Background: an optimization exercise with open tools, aiming at small area. Do not read the settings as production practice. In this exercise RTL edits were held to simulation tests only and were not proved equivalent to the original. Power figures rest on the tool's default switching activity, not on a simulated workload.

## design/flow/config.mk

```make
export PLATFORM = sky130hd
export DESIGN_NAME = branch_predictor
export DESIGN_NICKNAME = branch_predictor
export VERILOG_FILES = /design/flow/design.v
export SDC_FILE = /design/flow/constraint.sdc
export NUM_CORES = 4
export LEC_CHECK = 0
export CAP_MARGIN = 20
export CORE_MARGIN = 2
export CORE_UTILIZATION = 40
export SLEW_MARGIN = 20
```

## design/flow/constraint.sdc

```tcl
create_clock -name core_clock -period 12.0 [get_ports {clk_i}]
set_input_delay 2.4000 -clock core_clock [delete_from_list [all_inputs] [get_ports {clk_i}]]
set_output_delay 2.4000 -clock core_clock [all_outputs]
set_load 0.01 [all_outputs]
```

## design/flow/design.v

```verilog
module branch_predictor(
    input           clk_i,
    input           rsn_i,
    input   [31:0]  pc_i,
    input   [31:0]  target_pc_i,
    input           alu_branch_i,
    input           alu_jumps_i,
    input           alu_prediction_i,
    input           alu_taken_i,
    input           alu_pc_ok_i,
    input   [31:0]  alu_branch_pc_i,
    output  [31:0]  pred_pc_o,
    output          prediction_o,
    output          taken_o,
    output          bp_error_o);
reg [31:0] branch_pc_array[15:0];
reg [31:0] target_pc_array[15:0];
reg [1:0]  taken_array[15:0];
wire [31:0] pred_pc;
wire taken;
wire prediction;
wire error;
assign pred_pc_o = pred_pc;
assign taken_o = taken;
assign prediction_o = prediction;
assign error = (!alu_branch_i & alu_prediction_i & alu_taken_i) |
               (alu_prediction_i & alu_taken_i & !alu_pc_ok_i)  |
               (alu_branch_i & alu_jumps_i & !alu_prediction_i) |
               (alu_branch_i & alu_jumps_i & !alu_pc_ok_i);
assign bp_error_o = error;           
wire [3:0]  pc_map;
wire [3:0]  branch_pc_map;
assign pc_map = pc_i[5:2];
assign branch_pc_map = alu_branch_pc_i[5:2];
assign taken = rsn_i & (taken_array[pc_map] > 1);
assign prediction = rsn_i & branch_pc_array[pc_map] == pc_i;
assign pred_pc = rsn_i ? target_pc_array[pc_map] : 32'b0;
wire [1:0]  taken_value;
assign taken_value = taken_array[branch_pc_map];
integer i;
always @(posedge clk_i)
begin
    if(!rsn_i) begin
        for(i = 0; i<16; i = i+1) begin
            branch_pc_array[i] = 32'b0;
            target_pc_array[i] = 32'b0;
            taken_array[i] = 32'b0;
        end
    end
    else if(error)
    begin
        if (branch_pc_array[branch_pc_map] == alu_branch_pc_i & target_pc_array[branch_pc_map] == target_pc_i) 
        begin
            taken_array[branch_pc_map] = alu_jumps_i ? 
                                          (taken_value == 2'b11 ? 2'b11 : taken_value + 1) : 
                                          (taken_value == 2'b00 ? 2'b00 : taken_value - 1);  
        end else begin
            taken_array[branch_pc_map] = 2'b10;
            branch_pc_array[branch_pc_map] = alu_branch_pc_i;
            target_pc_array[branch_pc_map] = target_pc_i;
        end
    end
end
endmodule
```

## design/flow/run.sh

```bash
#!/bin/bash
# synth_recipe.tcl (not shown) runs the flow's synth.tcl, then flattens the netlist and writes it again
# the make line also repeats each setting of config.mk as NAME=value (left out here)
make -C /OpenROAD-flow-scripts/flow DESIGN_CONFIG=/design/flow/config.mk WORK_HOME=/design/flow/orfs CLKGATE_MAP_FILE= SYNTH_SCRIPT=/design/flow/synth_recipe.tcl finish
```

==> results.py, run 1 <==
metrics = {
    "run_status": {
        "status": "no timing/DRC/antenna violations",
    },
    "finish": {
        "area_growth_pct": 12.0,
        "instances_no_fill": 7655,
        "design_area_sq_mm": 0.0609,
        "final_cell_mix": "nand2_1 (1116), mux2i_1 (1064), dfxtp_1 (1024), a22oi_1 (360), a21oi_1 (151)",
        "fin_util_pct": 45.1,
        "num-nets-final": 5855,
        "layout-drive-gt1-share_pct": 9.10,
        "final_common_cell": "nand2_1",
    },
    "detailed_routing": {
        "drtPass1Iterations": 19,
        "route.vias.total": 53300,
        "wire_per_inst_um": 35.8,
        "viasPerCell": 6.97,
        "ant_nets": 0,
        "routed_wirelength_mm": 274,
        "drt-initial-drc-count": 10300,
        "drc": 0,
    },
    "global_routing": {
        "grt_pass1_wl_mm": 379,
        "gr-total-overflow": 0,
        "grt.total_usage_pct": 37.5,
        "grt_pass1_vias": 48800,
        "grt_max_degree": 169,
        "grt_antenna_before_repair": 31,
    },
    "timing": {
        "setup_ws_ns": 1.63,
        "worst_slew_margin_rel_pct": 13.6,
        "hold_viol": 0,
        "fin_crit_sh_pct": 86.4,
        "rsz0062_at_grt": "false",
        "worst_pin_slew_ns": 1.28,
        "finalSetupViolCount": 0,
        "slew_violations": 0,
        "fmax_ghz": 0.0964,
        "hold_ws_ns": 0.470,
        "fin_crit_ns": 10.37,
        "setup_tns_ns": 0,
        "worst_clock_skew_ns": 0.0440,
    },
    "synthesis": {
        "synth_cell_types": 87,
        "ys_dominant_reg_cell": "dfxtp_1",
        "ys_seq_area_share_pct": 39.5,
        "synth-async-reset-ratio_pct": 0,
        "yosys_warnings": 3,
        "syn-num-nets": 6032,
        "synth_edf_count": 32,
        "syn_area_per_cell_sq_um": 9.17,
        "synth_area_leader_cell": "dfxtp_1",
        "yosys_register_bits": 1056,
        "synth_area_sq_mm": 0.0544,
        "yosysTopAreaCellShare_pct": 37.7,
        "synthTopCellsByArea": "dfxtp_1 (38%), mux2i_1 (20%), nand2_1 (7.7%), a22oi_1 (5.0%), clkbuf_1 (2.5%)",
        "synth_cells": 5929,
    },
    "pwr": {
        "combPwrFrac_pct": 10.2,
        "p_seq_share_pct": 43.5,
        "pwr-share-clk_pct": 46.4,
        "power.share.switching_pct": 27.5,
        "cellPowerDensity_mw_per_mm2": 136,
        "p_total_mw": 8.29,
        "ir_worst_vdd_uv": 113,
        "power_switching_mw": 2.28,
        "p_leak_nw": 21.4,
        "internal_power_mw": 6.01,
    },
    "worst_setup_path": {
        "cp_max_fo": 30,
        "crit_arrival_ns": 7.97,
        "cp-end-kind": "output pin",
        "slowest_stage": "nor2_4",
        "path_cells": "buf_2 -> nand2_1 -> nor2_4 -> buf_4 -> a22oi_1 -> nand4_1 -> o22ai_1 -> xor2_1 -> nand4_1 -> a2111oi_0 -> nand3_1 -> nor4_1 -> clkdlybuf4s50_1",
        "criticalPathCategory": "input port to output pin",
        "crit_path_start": "pc_i[4]",
        "required_ns": 9.60,
        "critPathMaxStageDelay_ns": 1.08,
        "crit_path_end": "prediction_o",
        "reg2reg_setup_slack_ns": 4.91,
        "crit_path_frequent_cell": "nand4_1",
        "r2r-end": "target_pc_array[15][11]",
        "r2r_start": "branch_pc_array[0][12]",
        "worstSetupStartpointType": "input port",
        "worst_r2r_path_depth": 12,
    },
    "cts": {
        "cts_max_level": 3,
        "postCtsSetupBuffers": 0,
        "holdBufCountCts": 0,
        "cts_buffers": 113,
        "clk_pin_slew_ns": 0.05,
        "clk_latency_ns": 0.79,
        "cts_root_buf": "clkbuf_16",
        "cts_tree": "done",
        "clockBufferDepth": 3,
        "ctsResizeCount": 0,
        "cts.sinks": 1056,
    },
    "place": {
        "place_ws_ns": 2.08,
        "port_buffers": 137,
        "postPlaceCellArea_sq_mm": 0.0568,
        "dp_cells": 7418,
        "place.gp.congestion": 1.02,
        "hpwl_mm": 166,
    },
    "floorplan": {
        "ios": 138,
        "die_h_um": 373,
        "die_w_um": 373,
        "design.core.area_sq_mm": 0.135,
        "dieArea_sq_mm": 0.139,
        "initial_core_util_pct": 40.2,
        "placementRows": 135,
    },
    "worst_hold_path": {
        "hold_depth": 2,
        "hold_path.class": "flop to flop",
    },
    "job": {
        "max_cap_violations": 0,
    },
}
==> worst min-delay path by stage <==
stage,from,end
finish,target_pc_array[13][11],target_pc_array[13][11]
global route,target_pc_array[0][29],target_pc_array[0][29]
CTS,target_pc_array[4][2],target_pc_array[4][2]
detailed placement,target_pc_array[1][5],target_pc_array[1][5]
global placement,target_pc_array[4][27],target_pc_array[4][27]
floorplan,branch_pc_array[13][3],branch_pc_array[13][3]
==> area by class of cell <==
class	instances	area, sq um
fill	12900	74200
multi-input combinational	4243	30100
sequential	1056	21500
clock buffer	160	3320
timing repair buffer	307	2920
tap	1781	2230
clock inverter	50	692
inverter	31	116
antenna	27	67.6
==> cell usage after synthesis (26+ instances only) <==
master,instances
mux2_2,37
and4_1,38
or3b_2,26
mux2i_1,1064
buf_1,41
dfxtp_1,1024
buf_6,61
nand3_1,87
xnor2_1,29
a221oi_1,119
nand4_1,43
a31oi_1,57
clkbuf_1,360
and3_1,44
inv_1,28
a22oi_1,360
o22ai_1,76
nand3b_1,35
o21ai_0,135
nor3_1,44
a21oi_1,151
edfxtp_1,32
nand2b_1,34
xor2_1,35
nor2_1,113
and3b_1,42
buf_2,99
a22o_1,132
nand2_1,1119
buf_4,37
==> critical path: cells and delay by family <==
kind / cells / cell delay, ns
and+or+nand+nor: 6 / 2.65
buffers and inverters: 3 / 1.87
AOI/OAI and AO/OA: 3 / 0.74
xor gates and xnor gates: 1 / 0.27
==> flip-flops by register name, indices dropped and copies added, names as in the netlist <==
| register | flops |
|---|---|
| branch_pc_array | 512 |
| target_pc_array | 512 |
| taken_array | 32 |
==> cell families (layout without fill, tap and decap cells) <==
| logic type | Yosys count | after routing | share of synthesized area [%] |
|---|---|---|---|
| and+or+nand+nor | 1770 | 1770 | 15.3 |
| AOI/OAI and AO/OA | 1282 | 1282 | 17.2 |
| muxes | 1125 | 1125 | 21.3 |
| DFF | 1056 | 1056 | 39.5 |
| buffers and inverters | 630 | 548 | 5.70 |
| xor gates and xnor gates | 64 | 64 | 1.03 |
| adders and majority gates | 2 | 2 | 0.0368 |
| other | 0 | 27 | 0 |
==> power groups by stage <==
| stage | clock network (mW) | registers (mW) | logic [mW] |
|---|---|---|---|
| 2_1_floorplan | 0 | 3.66 | 0.398 |
| 3_3_place_gp | 0 | 3.68 | 0.772 |
| 5_1_grt | 3.97 | 3.60 | 0.822 |
| 4_1_cts | 3.83 | 3.60 | 0.777 |
| 6_report | 3.84 | 3.60 | 0.843 |
| 3_5_place_dp | 0 | 3.68 | 0.775 |
==> layer usage <==
metal | share of wire [%] | track usage (%)
met1 | 38 | 48.1
met5 | 0.093 | 0
met4 | 8.4 | 26.8
met3 | 15 | 14.3
met2 | 39 | 51.0
==> inputs of run 2 (changes only) <==
==> design/flow/design.v (replaced) <==
module branch_predictor(
    input           clk_i,
    input           rsn_i,
    input   [31:0]  pc_i,
    input   [31:0]  target_pc_i,
    input           alu_branch_i,
    input           alu_jumps_i,
    input           alu_prediction_i,
    input           alu_taken_i,
    input           alu_pc_ok_i,
    input   [31:0]  alu_branch_pc_i,
    output  [31:0]  pred_pc_o,
    output          prediction_o,
    output          taken_o,
    output          bp_error_o);
reg [27:0] bpc [15:0];
reg [31:0] tgt [15:0];
reg [1:0]  cnt [15:0];
reg [15:0] v;
wire error = (!alu_branch_i & alu_prediction_i & alu_taken_i) |
             (alu_prediction_i & alu_taken_i & !alu_pc_ok_i)  |
             (alu_branch_i & alu_jumps_i & !alu_prediction_i) |
             (alu_branch_i & alu_jumps_i & !alu_pc_ok_i);
assign bp_error_o = error;
wire [3:0]  r = pc_i[5:2];
wire [3:0]  w = alu_branch_pc_i[5:2];
wire [27:0] pc_c = {pc_i[31:6], pc_i[1:0]};
wire [27:0] bpc_c = {alu_branch_pc_i[31:6], alu_branch_pc_i[1:0]};
wire [15:0] sel_r = (16'b1 << r) & v;
wire [15:0] sel_w = (16'b1 << w) & v;
reg [27:0] bpc_r, bpc_w;
reg [31:0] tgt_r, tgt_w;
reg [1:0]  cnt_r, cnt_w;
integer i;
always @(*) begin
    bpc_r = 28'b0; tgt_r = 32'b0; cnt_r = 2'b0;
    bpc_w = 28'b0; tgt_w = 32'b0; cnt_w = 2'b0;
    for (i = 0; i < 16; i = i + 1) begin
        bpc_r = bpc_r | ({28{sel_r[i]}} & bpc[i]);
        tgt_r = tgt_r | ({32{sel_r[i]}} & tgt[i]);
        cnt_r = cnt_r | ({2{sel_r[i]}} & cnt[i]);
        bpc_w = bpc_w | ({28{sel_w[i]}} & bpc[i]);
        tgt_w = tgt_w | ({32{sel_w[i]}} & tgt[i]);
        cnt_w = cnt_w | ({2{sel_w[i]}} & cnt[i]);
    end
end
wire vr = |sel_r | (r == 4'd0);
wire vw = |sel_w | (w == 4'd0);
assign prediction_o = rsn_i & vr & (bpc_r == pc_c);
assign taken_o = cnt_r[1];
assign pred_pc_o = tgt_r;
wire hit = vw & (bpc_w == bpc_c) & (tgt_w == target_pc_i);
wire [1:0] cnt_up = (cnt_w == 2'b11) ? 2'b11 : cnt_w + 2'b01;
wire [1:0] cnt_dn = (cnt_w == 2'b00) ? 2'b00 : cnt_w - 2'b01;
wire [1:0] cnt_new = hit ? (alu_jumps_i ? cnt_up : cnt_dn) : 2'b10;
wire [15:0] we = {16{rsn_i & error}} & (16'b1 << w);
always @(posedge clk_i) begin
    if (!rsn_i)
        v <= 16'b0;
    else
        v <= v | we;
end
always @(posedge clk_i) begin
    for (i = 0; i < 16; i = i + 1) begin
        if (we[i]) begin
            bpc[i] <= bpc_c;
            tgt[i] <= target_pc_i;
            cnt[i] <= cnt_new;
        end
    end
end
endmodule
--- a/design/flow/config.mk
+++ b/design/flow/config.mk
@@ -8,4 +8,4 @@
 export CAP_MARGIN = 20
 export CORE_MARGIN = 2
-export CORE_UTILIZATION = 40
+export CORE_UTILIZATION = 65
 export SLEW_MARGIN = 20
==> results.py, run 2 <==
metrics = {
    "worst_setup_path": {
        "criticalPathCategory": "input port to output pin",
        "path_cells": "clkdlybuf4s50_1 -> nor4bb_2 -> and2_2 -> buf_4 -> a22o_1 -> a221oi_1 -> nand4b_1 -> xor2_1 -> a21oi_1 -> nand4_1 -> nor4_1 -> clkdlybuf4s50_1",
        "required_ns": 9.60,
        "slowest_stage": "clkdlybuf4s50_1",
        "critPathMaxStageDelay_ns": 0.82,
        "cp_top_family": "simple AND/OR/NAND/NOR gates",
        "crit_path_frequent_cell": "clkdlybuf4s50_1",
        "cp_max_fo": 17,
        "path_buf_inv": 3,
        "crit_arrival_ns": 7.90,
        "cp-end-kind": "output pin",
        "worstSetupStartpointType": "input port",
    },
    "synthesis": {
        "synth_fa_ha_area_share_pct": 0.0456,
        "synth-async-reset-ratio_pct": 0,
        "ys_dominant_reg_cell": "edfxtp_1",
        "synthTopCellsByArea": "edfxtp_1 (68%), a22oi_1 (5.7%), a221oi_1 (3.8%), a22o_1 (3.5%), and3_1 (3.0%)",
        "synth_edf_count": 992,
        "synth_cell_types": 63,
        "synth_cells": 3064,
        "yosys_warnings": 4,
        "ys_seq_area_share_pct": 68.6,
        "synth_xor_area_share_pct": 1.36,
        "yosys_register_bits": 1008,
        "synth_compound_area_share_pct": 16.5,
        "yosysTopAreaCellShare_pct": 67.9,
        "syn_area_per_cell_sq_um": 14.3,
        "synthSimpleGateAreaFrac_pct": 10.8,
        "synth_area_sq_mm": 0.0439,
        "syn-num-nets": 3167,
        "muxShareOfSynthArea_pct": 0.0228,
        "synth_top_family_by_area": "compound AO/OA/AOI/OAI gates",
        "synth_area_leader_cell": "edfxtp_1",
        "yosys-top-cells-count": "edfxtp_1 (992), a22oi_1 (331), and3_1 (207)",
        "yosysMostFrequentCell": "edfxtp_1",
    },
    "place": {
        "hpwl_mm": 97.0,
        "place.gp.congestion": 1.01,
        "place_ws_ns": 2.21,
        "port_buffers": 137,
        "dp_cells": 3915,
    },
    "worst_hold_path": {
        "hold_path.class": "flop to flop",
    },
    "global_routing": {
        "grt.total_usage_pct": 53.0,
        "grt_pass1_wl_mm": 258,
        "use_met3_pct": 25.3,
        "grt_max_degree": 51,
        "grt_pass1_vias": 35000,
        "gr-total-overflow": 0,
        "use_met2_pct": 72.9,
        "grt_antenna_before_repair": 17,
        "grt.met1_usage_pct": 66.6,
        "top_usage_layer": "met2",
    },
    "finish": {
        "num-nets-final": 3244,
        "instances_no_fill": 4109,
        "final_cell_mix": "edfxtp_1 (992), a22oi_1 (331), nand3_1 (202), and3_1 (202), a221oi_1 (192)",
        "final_common_cell": "edfxtp_1",
        "largest_register": "tgt",
        "multi_input_area_sq_mm": 0.0129,
        "nFillCells": 4189,
        "largest_reg_flops": 512,
        "area_growth_pct": 13.0,
        "register_area_sq_mm": 0.0301,
        "layout-drive-gt1-share_pct": 9.97,
    },
    "cts": {
        "cts_max_level": 3,
        "clockBufferDepth": 3,
        "cts_root_buf": "clkbuf_16",
        "clk_pin_slew_ns": 0.06,
        "cts_tree": "done",
        "holdBufCountCts": 0,
        "postCtsSetupBuffers": 0,
        "clk_latency_ns": 0.71,
        "cts_buffers": 97,
        "ctsResizeCount": 0,
        "cts.sinks": 1008,
    },
    "timing": {
        "worst_slew_margin_rel_pct": 15.6,
        "fmax_ghz": 0.0971,
        "hold_viol": 0,
        "slew_violations": 0,
        "worst_clock_skew_ns": 0.0161,
        "setup_tns_ns": 0,
        "setup_ws_ns": 1.70,
        "rsz0062_at_grt": "false",
        "finalSetupViolCount": 0,
        "worst_pin_slew_ns": 1.27,
        "fin_crit_ns": 10.30,
        "fin_crit_sh_pct": 85.9,
    },
    "floorplan": {
        "initial_core_util_pct": 65.5,
        "dieArea_sq_mm": 0.0696,
        "design.core.area_sq_mm": 0.0670,
        "die_w_um": 264,
        "die_h_um": 264,
        "placementRows": 95,
        "ios": 138,
    },
    "detailed_routing": {
        "viasPerCell": 8.97,
        "route.vias.total": 36800,
        "drtPass1Iterations": 14,
        "wire_per_inst_um": 45.2,
        "drc": 0,
        "ant_nets": 0,
        "routed_wirelength_mm": 186,
        "drt-initial-drc-count": 10100,
    },
    "pwr": {
        "ir_worst_vdd_uv": 169,
        "p_leak_nw": 16.4,
        "cellPowerDensity_mw_per_mm2": 147,
    },
    "job": {
        "max_cap_violations": 0,
    },
    "run_status": {
        "status": "no timing/DRC/antenna violations",
    },
}
run 2: cell count changes in the layout (fill, tap and decap cells not counted), sizes merged, moves of 137 or more:
cell,change
mux2i,-1063
nand2,-1026
dfxtp,-1008
edfxtp,+960
and3,+163
a21oi,-137
run 2: worst paths after layout:
| kind | startpoint | end | slack [ns] | cells after the start |
|---|---|---|---|---|
| worst min-delay path | v[14] | v[14] | 0.64 | 2 |
| worst min register to register | v[14] | v[14] | 0.64 | 2 |
| worst max-delay path | pc_i[5] | prediction_o | 1.70 | 12 |
| worst max register to register | v[8] | cnt[14][1] | 5.53 | 10 |
run 2: report_power, final:
group	internal, mW	total (mW)	switching, mW
registers	3.90	3.92	0.0206
logic	0.0635	0.243	0.180
clock network	1.77	3.13	1.36
total	5.74	7.30	1.56
run 2: per-stage QoR:
step           hold WS [ns]  power (mW)  util [%]  cell area, sq um
2_1_floorplan         0.716        4.06         -             43900
3_3_place_gp          0.595        4.21      69.2             46400
3_5_place_dp          0.594        4.22      69.2             46400
4_1_cts               0.619        7.25      73.9             49600
5_1_grt               0.645        7.41      74.0             49600
6_report              0.639        7.30      74.0             49600
run 2: routing by layer:
layer	share of wire [%]	up-vias
met5	0.046	-
met4	9.9	10
met3	20	1587
met2	40	5016
met1	30	17000
li1	-	13200
run 2: cell type report:
type,instances,area share [%]
Antenna cell,17,0.0858
Clock buffer,126,5.15
Clock inverter,51,1.30
Inverter,5,0.0378
Multi-Input combinational cell,1780,26.0
Sequential cell,1008,60.7
Tap cell,873,2.20
Timing Repair Buffer,249,4.48
run 2: tightest hold or removal path: stages, from the launching register on:
cell and delay, ns:
dfxtp_1 0.30, buf_4 0.18, a21o_1 0.13
run 2: kinds of logic (layout without fill, tap and decap cells):
kind of cell	Yosys count	after routing
AND/OR/NAND/NOR	819	819
other	0	17
adder cells (fa/ha/maj)	2	2
multiplexers	1	1
buffers and inverters	276	431
flip-flops	1008	1008
XOR/XNOR	68	68
AO/OA/AOI/OAI	890	890

port drivers added, routing unchanged:
No port has a modelled driver above. Below, the same layouts with a new extraction and two added sets of constraints.
Step 1 sets driving cells, clkbuf_16 on the clock port and buf_2 on the other inputs (assumed; they add their load-dependent delay and slew).
Step 2, shift: input delay + t, output delay - t, t = (earliest + latest rising clock arrival at the registers) / 2. This alone moves slack from input paths to output paths.
Three values: no drivers, after step 1, after step 2; two values: the first two.
| run | t, ns | setup WS [ns] | slew at the worst register clock pin (ns) | worst data-port slew with drivers (ns) |
|---|---|---|---|---|
| run 1 | 0.846 | 1.630 / 1.569 / 1.569 | 0.07 / 0.07 | 0.07 |
| run 2 | 0.772 | 1.697 / 1.661 / 1.661 | 0.07 / 0.07 | 0.27 |
After both steps setup and hold are still met in every run listed. For run 1, which loses most, drivers alone change the setup slack by -0.061 ns; drivers and shift together by -0.061 ns.
